This design comes from an exercise in tuning for small area, a short achievable clock period and few clock cycles on the open sky130 flow, not from production work.
The RTL was checked by simulation tests, not by an equivalence proof against the original design.
Power figures rest on the tool's default switching activity, not on a simulated workload.

==> design.v <==
module RegFile(clk, rst, src1, src2, byp1, byp2, byp_data, src1_data, src2_data, wrt_en, dst, dst_data);
	input clk, rst;
	input [3:0] src1, src2, dst;
	input byp1, byp2;
	input [31:0] byp_data;
	input wrt_en;
	input [31:0] dst_data;
	output reg [31:0] src1_data, src2_data;
	wire [31:0] wdata = rst ? 32'b0 : dst_data;
	wire [31:0] q [0:15];
	genvar i;
	generate
		for (i = 0; i < 16; i = i + 1) begin : r
			reg [31:0] val;
			always @(posedge clk)
				if (rst | (wrt_en & (dst == i)))
					val <= wdata;
			assign q[i] = val;
		end
	endgenerate
	integer k;
	always @(*) begin
		src1_data = byp_data & {32{byp1}};
		src2_data = byp_data & {32{byp2}};
		for (k = 0; k < 16; k = k + 1) begin
			src1_data = src1_data | (q[k] & {32{~byp1 & (src1 == k)}});
			src2_data = src2_data | (q[k] & {32{~byp2 & (src2 == k)}});
		end
	end
endmodule
module PipelinedCPU(clk, reset, imem_addr, imem_data, dmem_addr, dmem_wdata, dmem_we, dmem_rdata);
	input  clk;
	input  reset;
	output [31:0] imem_addr;
	input  [31:0] imem_data;
	output [31:0] dmem_addr;
	output [31:0] dmem_wdata;
	output dmem_we;
	input  [31:0] dmem_rdata;
	parameter START_PC = 32'h40;
	wire [3:0]  f_cls = imem_data[31:28];
	wire [3:0]  f_op  = imem_data[27:24];
	wire [3:0]  f_a   = imem_data[23:20];
	wire [3:0]  f_b   = imem_data[19:16];
	wire [3:0]  f_c   = imem_data[15:12];
	wire [15:0] f_imm = imem_data[15:0];
	wire f_alur = (f_cls == 4'hC);
	wire f_alui = (f_cls == 4'h4);
	wire f_cmpr = (f_cls == 4'hD);
	wire f_cmpi = (f_cls == 4'h5);
	wire f_br   = (f_cls == 4'h2);
	wire f_jal  = (f_cls == 4'h6);
	wire f_lw   = (f_cls == 4'h7);
	wire f_sw   = (f_cls == 4'h3);
	wire f_mvhi = f_alui & (f_op == 4'hF);
	wire f_brz  = f_br & (f_op == 4'h2 | f_op == 4'hD | f_op == 4'h8 |
	                      f_op == 4'h1 | f_op == 4'hE | f_op == 4'hF);
	wire [3:0] idx1 = f_br ? f_a : f_b;
	wire [3:0] idx2 = f_br ? f_b : (f_sw ? f_a : f_c);
	wire       use2 = f_alur | f_cmpr | f_sw | (f_br & ~f_brz);
	wire [31:0] rf1, rf2;
	wire        x_we;
	wire [3:0]  x_dst;
	wire [31:0] x_res;
	wire byp1 = x_we & (x_dst == idx1);
	wire byp2 = x_we & (x_dst == idx2) & use2;
	RegFile regfile(clk, reset, idx1, idx2, byp1, byp2, x_res, rf1, rf2, x_we, x_dst, x_res);
	wire [31:0] f_simm = {{16{f_imm[15]}}, f_imm};
	wire [31:0] f_bval = f_mvhi ? {f_imm, 16'b0} :
	                     (f_alui | f_cmpi) ? f_simm :
	                     use2 ? rf2 : 32'b0;
	reg [2:0] f_tt;
	always @(*) begin
		case (f_op)
			4'h0: f_tt = 3'b111;  
			4'h1: f_tt = 3'b011;  
			4'h2: f_tt = 3'b100;  
			4'h3: f_tt = 3'b000;  
			4'h5: f_tt = 3'b011;  
			4'h6: f_tt = 3'b100;  
			4'h8: f_tt = 3'b110;  
			4'h9: f_tt = 3'b010;  
			4'hA: f_tt = 3'b101;  
			4'hB: f_tt = 3'b001;  
			4'hC: f_tt = 3'b110;  
			4'hD: f_tt = 3'b010;  
			4'hE: f_tt = 3'b101;  
			default: f_tt = 3'b001;  
		endcase
	end
	wire f_isalu = f_alur | (f_alui & ~f_mvhi);
	wire f_radd  = f_isalu & (f_op == 4'h7);
	wire f_rsub  = f_isalu & (f_op == 4'h6);
	wire f_rlog  = f_isalu & ~(f_op == 4'h7) & ~(f_op == 4'h6);
	wire f_cmp   = f_cmpr | f_cmpi;
	wire f_sub   = f_rsub | f_cmp | f_br;
	wire [18:0] f_imm4 = {f_imm[15], f_imm, 2'b00};
	wire [18:0] f_immr = (f_lw | f_sw) ? {{3{f_imm[15]}}, f_imm} :
	                     f_br ? f_imm4 + 19'd4 : f_imm4;
	reg  [31:0] opA, opB;
	reg  [31:2] pc;        
	reg  [18:0] immr;
	reg  [3:0]  dst;
	reg         we, st, ld, br, jal;
	reg         sub, rarith, rlog, rmvhi, rlink;
	reg  [2:0]  lop;       
	reg  [2:0]  tt;
	wire [31:2] next_pc;
	always @(posedge clk) begin
		opA  <= rf1;
		opB  <= f_bval ^ {32{f_sub}};
		immr <= f_immr;
		dst  <= f_a;
		lop  <= {f_op[3], f_op[1], f_op[0]};
		tt   <= f_tt;
		sub  <= f_sub;
		rarith <= f_radd | f_rsub;
		rlog <= f_rlog;
		rmvhi <= f_mvhi;
		rlink <= f_jal;
		if (reset) begin
			pc  <= (START_PC >> 2) - 30'd1;
			we  <= 1'b0;
			st  <= 1'b0;
			ld  <= 1'b0;
			br  <= 1'b0;
			jal <= 1'b0;
		end else begin
			pc  <= next_pc;
			we  <= f_alur | f_alui | f_cmpr | f_cmpi | f_jal | f_lw;
			st  <= f_sw;
			ld  <= f_lw;
			br  <= f_br;
			jal <= f_jal;
		end
	end
	wire [31:0] simmr = {{13{immr[18]}}, immr};
	wire [31:0] as    = opA + opB + {31'b0, sub};   
	wire [31:0] addr  = opA + simmr;                
	wire [31:2] pc4   = pc + 30'd1;
	wire [31:2] btgt  = pc + simmr[31:2];           
	wire        eq    = &(opA ^ opB);               
	wire        cond  = eq ? tt[2] : (as[31] ? tt[1] : tt[0]);
	wire [31:0] lres0 = lop[1] ? (opA ^ opB) : lop[0] ? (opA | opB) : (opA & opB);
	wire [31:0] lres  = lres0 ^ {32{lop[2]}};
	assign x_res = ld     ? dmem_rdata :
	               rlink  ? {pc4, 2'b00} :
	               rmvhi  ? opB :
	               rarith ? as :
	               rlog   ? lres :
	               {31'b0, cond};
	assign x_we  = we;
	assign x_dst = dst;
	assign next_pc = (br & cond) ? btgt : jal ? addr[31:2] : pc4;
	assign imem_addr  = {next_pc, 2'b00};
	assign dmem_addr  = addr;
	assign dmem_wdata = opB;
	assign dmem_we    = st;
endmodule
==> run.sh <==
#!/bin/bash
# synth_recipe.tcl (not shown) runs the flow's synth.tcl, then flattens the netlist and writes it again
# the make line also repeats each setting of config.mk as NAME=value (left out here)
make -C /OpenROAD-flow-scripts/flow DESIGN_CONFIG=/design/flow/config.mk WORK_HOME=/design/flow/orfs CLKGATE_MAP_FILE= SYNTH_SCRIPT=/design/flow/synth_recipe.tcl finish
==> config.mk <==
export PLATFORM = sky130hd
export DESIGN_NAME = PipelinedCPU
export DESIGN_NICKNAME = PipelinedCPU
export VERILOG_FILES = /design/flow/design.v
export SDC_FILE = /design/flow/constraint.sdc
export NUM_CORES = 4
export LEC_CHECK = 0
export CAP_MARGIN = 20
export CORE_MARGIN = 2
export CORE_UTILIZATION = 40
export SETUP_SLACK_MARGIN = 3.5
export SLEW_MARGIN = 20
==> constraint.sdc <==
create_clock -name core_clock -period 8.0 [get_ports {clk}]
set_input_delay 1.6000 -clock core_clock [delete_from_list [all_inputs] [get_ports {clk}]]
set_output_delay 1.6000 -clock core_clock [all_outputs]
set_load 0.01 [all_outputs]
==> impl_results.md, run 1 <==
- # port buffers: 160
- Drt wl/cell: 34.2 um
- CP max FO: 9
- Starting density of the core: 40.4%
- Final min period: 6.14 ns
- Sequential area share after synthesis: 51.4%
- Total power: 10.1 mW
- Final hold slack: 0.637 ns
- H-tree Lvls: 3
- Fin crit share: 76.8%
- Most frequent CP cell: a21oi_4
- Layout Cells excl Fill: 4767
- Leakage: 16.1 nW
- Setup-failing EPs final: 0
- Worst ir drop on vdd: 0.155 mV
- Initial DRC count: 5823
- Core Region: 86900 sq um
- Remaining global-route overflow: 0
- Post-Route WL: 163000 um
- Vias in the first global route: 30900
- Mapped cell area: 35100 sq um
- Ys async rst share: 0%
- Hold violation total from the final report: 0
- # hold bufs at CTS: 0
- Total clock sinks: 645
- Die height: 300 um
- DR pass1 iterations: 10
- # IOs: 163
- Most frequent cells in the layout: 512 x edfxtp_1, 380 x a22oi_1, 180 x buf_4, 175 x a21oi_1, 171 x nor2_1
- DPL Wire Length: 102000 um
- Worst Setup Start Kind: flop
- Crit path cell chain: inv_4 -> ha_4 -> a21o_1 -> a221oi_2 -> o211ai_1 -> o211ai_2 -> a21oi_2 -> a221o_2 -> a31oi_4 -> a21oi_4 -> buf_6 -> or4b_4 -> buf_12 -> nor2_4 -> a21oi_4 -> dlygate4sd2_1
- Worst skew pair latency: 0.65 ns
- DR vias: 32400
- Root buffer selected by CTS: clkbuf_16
- Critical path required time: 6.40 ns
- Total track usage: 34.9%
- Worst-margin pin slew: 1.09 ns
- Max-slew headroom: 27.5%
- Setup TNS: 0 ns
- CP bufs+invs: 4
- Syn_area_per_cell: 10.8 sq um
- Cell Pwr Density: 229 nW/um^2
- Worst min path class: reg2reg
- Routed vias/inst: 6.80
- First-pass GRT wire length: 226000 um
- Prevailing post-synth register cell: edfxtp_1
- RSZ-0062 raised after global routing: yes
- Synth unique cells: 88
- CP top delay family: compound AO/OA/AOI/OAI gates
- Cells after Synth: 3264
- DR DRC count: 0
- DP Cell Count: 4474
- Yosys reg bits: 645
- Max incr delay on CP: 0.51 ns
- Critical path's slowest cell: or4b_4
- Post-route antenna net violation count: 0
- Layout cells sized above 1: 21.0%
- Maxcap violations: 0
- Die W: 300 um
- # nets final: 3748
- Post-synth EDFFs: 512
- Slew Limit Fails: 0
- Sequential cell area: 18100 sq um
- # rows: 108
- Fill count: 7641
- Area Overhead vs Synth: 25.2%
- Final core occ: 50.6%
- CTS Buf Count: 73
- Critical path type: reg2out
- Status: complete, no violations
- Fmax: 0.163 GHz
- Clock transition at path regs: 0.06 ns
- Most common cell after layout, fill and taps aside: edfxtp_1
- Multi-input gate area: 17400 sq um
- Largest net degree at the start of global routing: 52
- Crit path DAT: 4.54 ns
- Post-Route Skew: 0.0270 ns
- YS warnings: 2
- Antenna violations before repair: 8
- Max Root-Sink Buffers: 3
- Die area: 90200 sq um
- CTS tree: built
- Gpl congestion: 0.979
- Crit end category: output pin
-- per-stage QoR --
step	setup WS, ns	instance area (sq um)
detailed placement	1.27	38800
floorplan	3.02	35300
global placement	1.39	38700
CTS	1.88	42900
finish	1.86	44000
global route	1.79	44000
-- area by class of cell --
type	count	share of cell area, %
Inverter	113	0.979
Tap cell	1155	3.29
Timing Repair Buffer	420	9.39
Clock buffer	93	4.37
Multi-Input combinational cell	2299	39.7
Clock inverter	40	1.06
Sequential cell	645	41.2
Antenna cell	2	0.0114
-- per-layer routing --
metal / up-vias / share of wire, % / track usage (%)
met5: - / 0.031 / 0
met4: 8 / 8.1 / 23.1
met3: 798 / 13 / 10.5
met2: 2838 / 44 / 53.8
met1: 15500 / 35 / 42.4
li1: 13300 / - / -
-- Yosys cell counts, drive strengths merged, types with 62 or more instances --
cell | instances | area (sq um)
edfxtp | 512 | 15400
xnor2 | 128 | 1120
o21ai | 151 | 759
a22oi | 380 | 2850
inv | 112 | 420
a21oi | 211 | 1070
clkbuf | 162 | 608
nand4 | 100 | 626
nand2 | 152 | 571
dfxtp | 133 | 2660
ha | 126 | 1580
nand3 | 62 | 310
nor2 | 232 | 871
-- state kept, by name (all words and copies together), names as in the netlist, 3 cells and up --
name           flops
immr              19
tt                 3
opA               32
opB               32
lop                3
regfile.r.val    512
pc                30
dst                4
-- where the power goes --
part           leakage (nW)  internal, mW  switching (mW)
combinational          8.58         0.995            1.47
sequential             6.40          3.91           0.272
clock                  1.14          1.95            1.47
-- path summary, 6_finish.rpt --
kind	start	cells after the start	slack, ns	endpoint
hold reg to reg	regfile.r[3].val[11]$_DFFE_PP_	3	0.64	opA[11]$_DFF_P_
hold / removal	regfile.r[3].val[11]$_DFFE_PP_	3	0.64	opA[11]$_DFF_P_
setup reg to reg	opB[0]$_DFF_P_	15	3.58	opA[28]$_DFF_P_
setup / recovery	opB[6]$_DFF_P_	16	1.86	imem_addr[14]
-- tightest hold or removal path, stage by stage (launching register included) --
cell,delay [ns]
edfxtp_1,0.34
a22oi_1,0.07
nand4_1,0.08
a211o_1,0.12
-- cell families after synthesis --
family / synth area share (%)
mux: 1.51
other cells: 0.0107
xor+xnor: 4.59
fa+ha+maj: 4.72
compound gates: 22.8
simple gates: 11.2
buf+inv: 3.77
flops: 51.4
-- repair_timing --
item	CTS	global route
resized for setup	492	152
setup buffers	90	58
setup endpoints to repair	242	264
pin swaps	71	76
cloned	7	3
Testbench counts, summed over its fixed seeds: cycles 34,244.
==> run 2, diff against run 1 <==
--- a/config.mk
+++ b/config.mk
@@ -5,6 +5,7 @@
 export SDC_FILE = /design/flow/constraint.sdc
 export NUM_CORES = 4
 export LEC_CHECK = 0
+export ABC_AREA = 1
 export CAP_MARGIN = 20
 export CORE_MARGIN = 2
 export CORE_UTILIZATION = 40
==> impl_results.md, run 2 <==
- Min-delay src: regfile.r[13].val[18]$_DFFE_PP_
- Total track usage: 37.5%
- CP bufs+invs: 6
- Worst skew pair latency: 0.68 ns
- Slew Limit Fails: 0
- Syn_area_per_cell: 7.96 sq um
- # rows: 113
- Initial DRC count: 6330
- Setup-failing EPs final: 0
- Crit end category: output pin
- Fmax: 0.195 GHz
- # nets final: 5342
- RSZ-0062 raised after global routing: yes
- Worst ir drop on vdd: 0.147 mV
- Worst min path class: reg2reg
- Drt wl/cell: 29.5 um
- DR DRC count: 0
- Total clock sinks: 645
- Critical path's slowest cell: dfxtp_4
- Core Region: 94900 sq um
- # hold bufs at CTS: 0
- Die height: 313 um
- Final hold slack: 0.537 ns
- Remaining global-route overflow: 0
- CP max FO: 9
- End of the worst hold path: opA[18]$_DFF_P_
- Critical path type: reg2out
- Antenna violations before repair: 7
- Yosys reg bits: 645
- Max incr delay on CP: 0.45 ns
- H-tree Lvls: 3
- Max-slew headroom: 23.8%
- Crit path DAT: 3.53 ns
- Post-Route WL: 191000 um
- Leakage: 20.4 nW
- Commonest cells post-synth: 1330 x nand2_1, 514 x inv_1, 512 x edfxtp_1, 417 x nor2_1, 390 x nand3_1
- Mapped cell area: 38200 sq um
- Reg-to-Reg Start: opA[4]$_DFF_P_
- First-pass GRT wire length: 262000 um
- Most used routing layer: met2
- # IOs: 163
- CP top delay family: simple AND/OR/NAND/NOR gates
- Die area: 98000 sq um
- Max FFs per register: 512
- Gpl congestion: 1.04
- Synth unique cells: 56
- Final min period: 5.13 ns
- Area Overhead vs Synth: 26.5%
- Starting density of the core: 40.3%
- Most frequent cells in the layout: 1272 x nand2_1, 512 x edfxtp_1, 489 x inv_1, 392 x nor2_1, 368 x nand3_1
- Cell Pwr Density: 220 nW/um^2
- Ys async rst share: 0%
- Synth area leader: edfxtp_1
- Post-synth EDFFs: 512
- Met3 usage: 11.0%
- Max Root-Sink Buffers: 3
- Fin crit share: 64.1%
- Top-count cell post-synth: nand2_1
- Post-route antenna net violation count: 0
- Routed vias/inst: 6.09
- # port buffers: 160
- Most common cell after layout, fill and taps aside: nand2_1
- Critical path required time: 6.40 ns
- Worst R2R End: pc[26]$_SDFF_PP0_
- DR pass1 iterations: 7
- Largest Register: regfile.r.val
- Largest net degree at the start of global routing: 50
- Die W: 313 um
- CTS tree: built
- Prevailing post-synth register cell: edfxtp_1
- Met2 usage: 56.0%
- Layout cells sized above 1: 18.0%
- Post-Route Skew: 0.0398 ns
- Layout Cells excl Fill: 6477
- Met1 GRT Util: 47.6%
- Setup TNS: 0 ns
- FF-to-FF setup slack: 2.88 ns
- Post-synth top area share: 40.2%
- CTS Buf Count: 73
- Crit path cell chain: inv_4 -> ha_4 -> nand2_4 -> nor2_4 -> nand4_1 -> nor3_4 -> nand4_1 -> buf_4 -> nand3_4 -> nand3_4 -> buf_6 -> buf_12 -> buf_16 -> a21oi_2 -> o21ai_1 -> nand2_1 -> buf_2
- Maxcap violations: 0
- Status: complete, no violations
- YS warnings: 2
- Clock transition at path regs: 0.06 ns
- Cells after Synth: 4796
- Worst Setup Start Kind: flop
- DPL Wire Length: 123000 um
- Largest registers: regfile.r.val (512), opA (32), opB (32)
- Reg2reg path depth: 34
- Synth top area cells: edfxtp_1 40%, nand2_1 13%, dfxtp_1 7.0%, nand3_1 5.1%, inv_1 5.1%
- Worst Hold Depth: 2
- Root buffer selected by CTS: clkbuf_16
- Worst-margin pin slew: 1.14 ns
- Vias in the first global route: 36000
- DP Cell Count: 6151
- DR vias: 39500
- Sequential area share after synthesis: 47.2%
- Hold violation total from the final report: 0
-- run 2: cell count changes after synthesis, moves of 89 or more --
cell	change
nand3_1	+328
xnor2_1	-89
nand2_1	+1178
o21ai_0	+183
inv_1	+403
nor2_1	+185
a22oi_1	-375
-- run 2: cells by family after synthesis --
logic type,after synthesis,synth area share [%]
AND/OR/NAND/NOR,2340,25.6
AO/OA/AOI/OAI,874,13.4
buffers and inverters,714,7.32
adder cells (fa/ha/maj),130,4.34
other,1,0.00982
flip-flops,645,47.2
XOR/XNOR,92,2.11
-- run 2: stage by stage --
step	area, sq um	util, %	worst slack, ns	total power, mW
after global routing	48300	50.9	2.80	10.9
after detailed placement	41600	43.9	1.73	6.48
after global placement	41600	43.9	1.78	6.47
after CTS	47200	49.7	2.89	10.3
final	48300	50.9	2.87	10.6
after floorplan	38200	-	3.66	5.34
-- run 2: how the worst max path moves through the flow --
stage / start / endpoint / cells after the start
floorplan: opB[0]$_DFF_P_ / imem_addr[5] / 19
global placement: imem_data[29] / opB[13]$_DFF_P_ / 23
detailed placement: imem_data[29] / opB[13]$_DFF_P_ / 23
CTS: opA[5]$_DFF_P_ / imem_addr[9] / 16
global route: opA[7]$_DFF_P_ / imem_addr[29] / 21
finish: opA[4]$_DFF_P_ / imem_addr[29] / 17
-- run 2: worst reg2reg max path: cells and delay by family, from the launching register on --
family | cells | cell delay (ns)
compound gates | 2 | 0.26
flops | 1 | 0.45
buf+inv | 24 | 2.83
simple gates | 7 | 1.23
fa+ha+maj | 1 | 0.30
-- run 2: repair_timing --
item	4_1_cts	5_1_grt
buffers inserted	110	62
gates cloned	13	0
gates resized for setup	689	201
hold endpoints to repair	0	0
setup endpoints to repair	123	165
pin swaps	99	91
-- run 2: metal layers --
metal	vias to the layer above	wire (um)
met5	-	23
met4	4	14700
met3	748	26700
met2	3249	80800
met1	18500	68700
li1	17000	-
-- run 2: layout make-up --
| cell class | instances | area (sq um) |
|---|---|---|
| inverter | 540 | 2070 |
| antenna | 5 | 12.5 |
| fill | 8901 | 46600 |
| multi-input combinational | 3439 | 19700 |
| clock buffer | 103 | 2010 |
| timing repair buffer | 447 | 4330 |
| tap | 1265 | 1580 |
| sequential | 645 | 18200 |
| clock inverter | 33 | 399 |
-- run 2: power breakdown --
group          switching (mW)  total (mW)  internal, mW
sequential              0.242        4.15          3.91
clock                    1.50        3.44          1.94
combinational            1.90        3.05          1.15
total                    3.64        10.6          7.00
==> run 3, diff against run 2 <==
==> flow/run.sh (new file) <==
#!/bin/bash
# Own flow: the standard layout (standard.sh, unchanged synthesis), with the port buffers
# made from plain buffers (sky130_fd_sc_hd__buf_4) instead of the delay cells buffer_ports
# picks by default. Each step's output goes to its own log file here.
set -euo pipefail
export BUFFER_PORTS_ARGS="-buffer_cell sky130_fd_sc_hd__buf_4"
bash standard.sh synth > synth.log 2>&1
bash standard.sh > layout.log 2>&1
==> standard.sh (new file) <==
#!/bin/bash
# synth_recipe.tcl (not shown) runs the flow's synth.tcl, then flattens the netlist and writes it again
# the make line also repeats each setting of config.mk as NAME=value (left out here)
make -C /OpenROAD-flow-scripts/flow DESIGN_CONFIG=/design/flow/config.mk WORK_HOME=/design/flow/orfs CLKGATE_MAP_FILE= SYNTH_SCRIPT=/design/flow/synth_recipe.tcl "${@:-finish}"
removed: run.sh
==> impl_results.md, run 3 <==
- Max FFs per register: 512
- Worst Setup Start Kind: flop
- Commonest cells post-synth: 1330 x nand2_1, 514 x inv_1, 512 x edfxtp_1, 417 x nor2_1, 390 x nand3_1
- Prevailing post-synth register cell: edfxtp_1
- Total power: 10.5 mW
- Setup-failing EPs final: 0
- Sequential area share after synthesis: 47.2%
- Synth top area cells: edfxtp_1 40%, nand2_1 13%, dfxtp_1 7.0%, nand3_1 5.1%, inv_1 5.1%
- Setup TNS: 0 ns
- Layout cells sized above 1: 20.6%
- DR pass1 iterations: 9
- Vias in the first global route: 36100
- Post-route cell area: 48200 sq um
- Critical path required time: 6.40 ns
- Post-Route Skew: 0.0579 ns
- Core Region: 94900 sq um
- CTS tree: built
- # rows: 113
- RSZ-0062 raised after global routing: yes
- Fill count: 8884
- DPL Wire Length: 124000 um
- Fin crit share: 64.8%
- Largest Register: regfile.r.val
- Leakage: 20.4 nW
- Root buffer selected by CTS: clkbuf_16
- # nets final: 5337
- Cells after Synth: 4796
- Total track usage: 37.5%
- Remaining global-route overflow: 0
- Reg-to-Reg Start: opB[31]$_DFF_P_
- Largest net degree at the start of global routing: 69
- # hold bufs at CTS: 0
- # port buffers: 160
- Die height: 313 um
- Critical Path End: imem_addr[12]
- Mapped cell area: 38200 sq um
- Instance area at placement: 41200 sq um
- CP Launch Point: opB[29]$_DFF_P_
- Gpl congestion: 1.05
- Post-synth EDFFs: 512
- Critical path type: reg2out
- CP max FO: 5
- Ys async rst share: 0%
- H-tree Lvls: 3
- Drt wl/cell: 29.6 um
- Post-route antenna net violation count: 0
- Worst-margin pin slew: 1.14 ns
- Status: complete, no violations
- Die W: 313 um
- Slew Limit Fails: 0
- DR vias: 39500
- Most frequent cells in the layout: 1248 x nand2_1, 512 x edfxtp_1, 484 x inv_1, 388 x nor2_1, 367 x nand3_1
- Crit end category: output pin
- Worst min path class: reg2reg
- Crit path DAT: 3.59 ns
- Final core occ: 50.8%
- Maxcap violations: 0
- Largest registers: regfile.r.val (512), opA (32), opB (32)
- Initial DRC count: 6758
- Max-slew headroom: 24.3%
- Area Overhead vs Synth: 26.3%
- Fmax: 0.193 GHz
- Yosys reg bits: 645
- FF-to-FF setup slack: 2.87 ns
- Top-count cell post-synth: nand2_1
- Antenna violations before repair: 12
- Total clock sinks: 645
- Syn_area_per_cell: 7.96 sq um
- Clock transition at path regs: 0.06 ns
- Hold violation total from the final report: 0
- Final min period: 5.19 ns
- Routed vias/inst: 6.11
- First-pass GRT wire length: 263000 um
- Worst R2R End: pc[15]$_SDFF_PP0_
- Synth area leader: edfxtp_1
- DR DRC count: 0
- Final hold slack: 0.554 ns
- CTS Buf Count: 74
- Post-synth top area share: 40.2%
- # IOs: 163
- Most common cell after layout, fill and taps aside: nand2_1
- Worst skew pair latency: 0.66 ns
- Die area: 98000 sq um
- YS warnings: 2
- Starting density of the core: 40.3%
- Max Root-Sink Buffers: 3
- Post-Route WL: 191000 um
- Reg2reg path depth: 31
- Synth unique cells: 56
- Worst ir drop on vdd: 0.132 mV
- Cell Pwr Density: 218 nW/um^2
run 3: area by class of cell:
type	count	area, sq um	area share, %
diodes	7	17.5	0.0363
well taps	1265	1580	3.28
repair buffers	437	4000	8.29
inverters	540	2100	4.35
flip-flops and latches	645	18300	37.8
repair inverters	2	27.5	0.0571
clock buffers	89	1940	4.02
clock inverters	43	434	0.900
multi-input cells	3441	19900	41.2
run 3: worst min path at each step:
| stage | slack, ns | cells past startpoint | start | end |
|---|---|---|---|---|
| 5_1_grt | 0.58 | 2 | regfile.r[13].val[25]$_DFFE_PP_ | opA[25]$_DFF_P_ |
| 3_3_place_gp | 0.53 | 2 | regfile.r[0].val[25]$_DFFE_PP_ | opA[25]$_DFF_P_ |
| 6_report | 0.55 | 2 | regfile.r[15].val[31]$_DFFE_PP_ | opA[31]$_DFF_P_ |
| 2_1_floorplan | 0.46 | 2 | regfile.r[13].val[9]$_DFFE_PP_ | opA[9]$_DFF_P_ |
| 4_1_cts | 0.54 | 2 | regfile.r[0].val[25]$_DFFE_PP_ | opA[25]$_DFF_P_ |
| 3_5_place_dp | 0.52 | 2 | regfile.r[4].val[25]$_DFFE_PP_ | opA[25]$_DFF_P_ |
run 3: cell families after synthesis:
| family | Yosys count | share of synthesized area [%] |
|---|---|---|
| compound gates | 874 | 13.4 |
| xor+xnor | 92 | 2.11 |
| fa+ha+maj | 130 | 4.34 |
| buf+inv | 714 | 7.32 |
| flops | 645 | 47.2 |
| other cells | 1 | 0.00982 |
| simple gates | 2340 | 25.6 |
run 3: per-layer routing:
layer	part of all wire, %	vias up	track usage (%)
met4	8.1	8	23.1
met3	14	803	11.3
li1	-	17000	-
met5	0.030	-	0
met2	42	3250	56.3
met1	36	18400	47.4
run 3: critical path, cell delays in order, from the launching register on:
cell,delay (ns)
dfxtp_4,0.40
inv_1,0.09
ha_4,0.27
nand2_1,0.10
inv_1,0.05
a21oi_1,0.18
nand2_1,0.12
a21oi_4,0.21
nand2_2,0.11
nand2_2,0.10
nand3_2,0.07
nand3_2,0.10
nand3_4,0.12
buf_4,0.16
buf_6,0.11
buf_12,0.12
buf_16,0.13
o211ai_1,0.12
inv_1,0.10
a21oi_2,0.11
buf_4,0.12
run 3: repair_timing:
item	in CTS	in global routing
endpoints found under the setup margin	117	114
resized for setup	464	255
pin swaps	76	85
setup buffers	131	43
cloned	11	3
run 3: report_power, final:
| group | switching [mW] | internal [mW] |
|---|---|---|
| registers | 0.227 | 3.91 |
| clock network | 1.49 | 1.91 |
| logic | 1.92 | 1.07 |
run 3: through the flow:
stage / setup slack [ns] / instances
3_3_place_gp: 2.13 / 6142
3_5_place_dp: 2.09 / 6142
5_1_grt: 2.75 / 6462
2_1_floorplan: 3.66 / 4797
4_1_cts: 2.95 / 6416
6_report: 2.81 / 6469

[static timing again, ports no longer ideal]
How much do the figures lean on ideal ports? The routed layouts below were timed once more, with nothing changed but the port constraints.
Step 1, drivers: a clkbuf_16 drives clk and a buf_2 each remaining input, both assumed.
Step 2 adds t to the input delays and takes it off the output delays; t is the mean of the earliest and latest rising clock arrival at the registers after step 1. Input paths then give back, and output paths get back, about the clock's delay inside the block.
a / b / c = ideal ports / drivers / drivers and shift; a / b = the first two.
run	t, ns	slack for setup (ns)	hold WS [ns]
run 1	0.701	1.858 / 1.789 / 2.490	0.637 / 0.637 / 0.637
run 2	0.722	2.869 / 2.803 / 2.882	0.537 / 0.537 / 0.537
run 3	0.702	2.814 / 2.747 / 2.871	0.554 / 0.554 / 0.554
After both steps setup and hold are still met in every run listed.
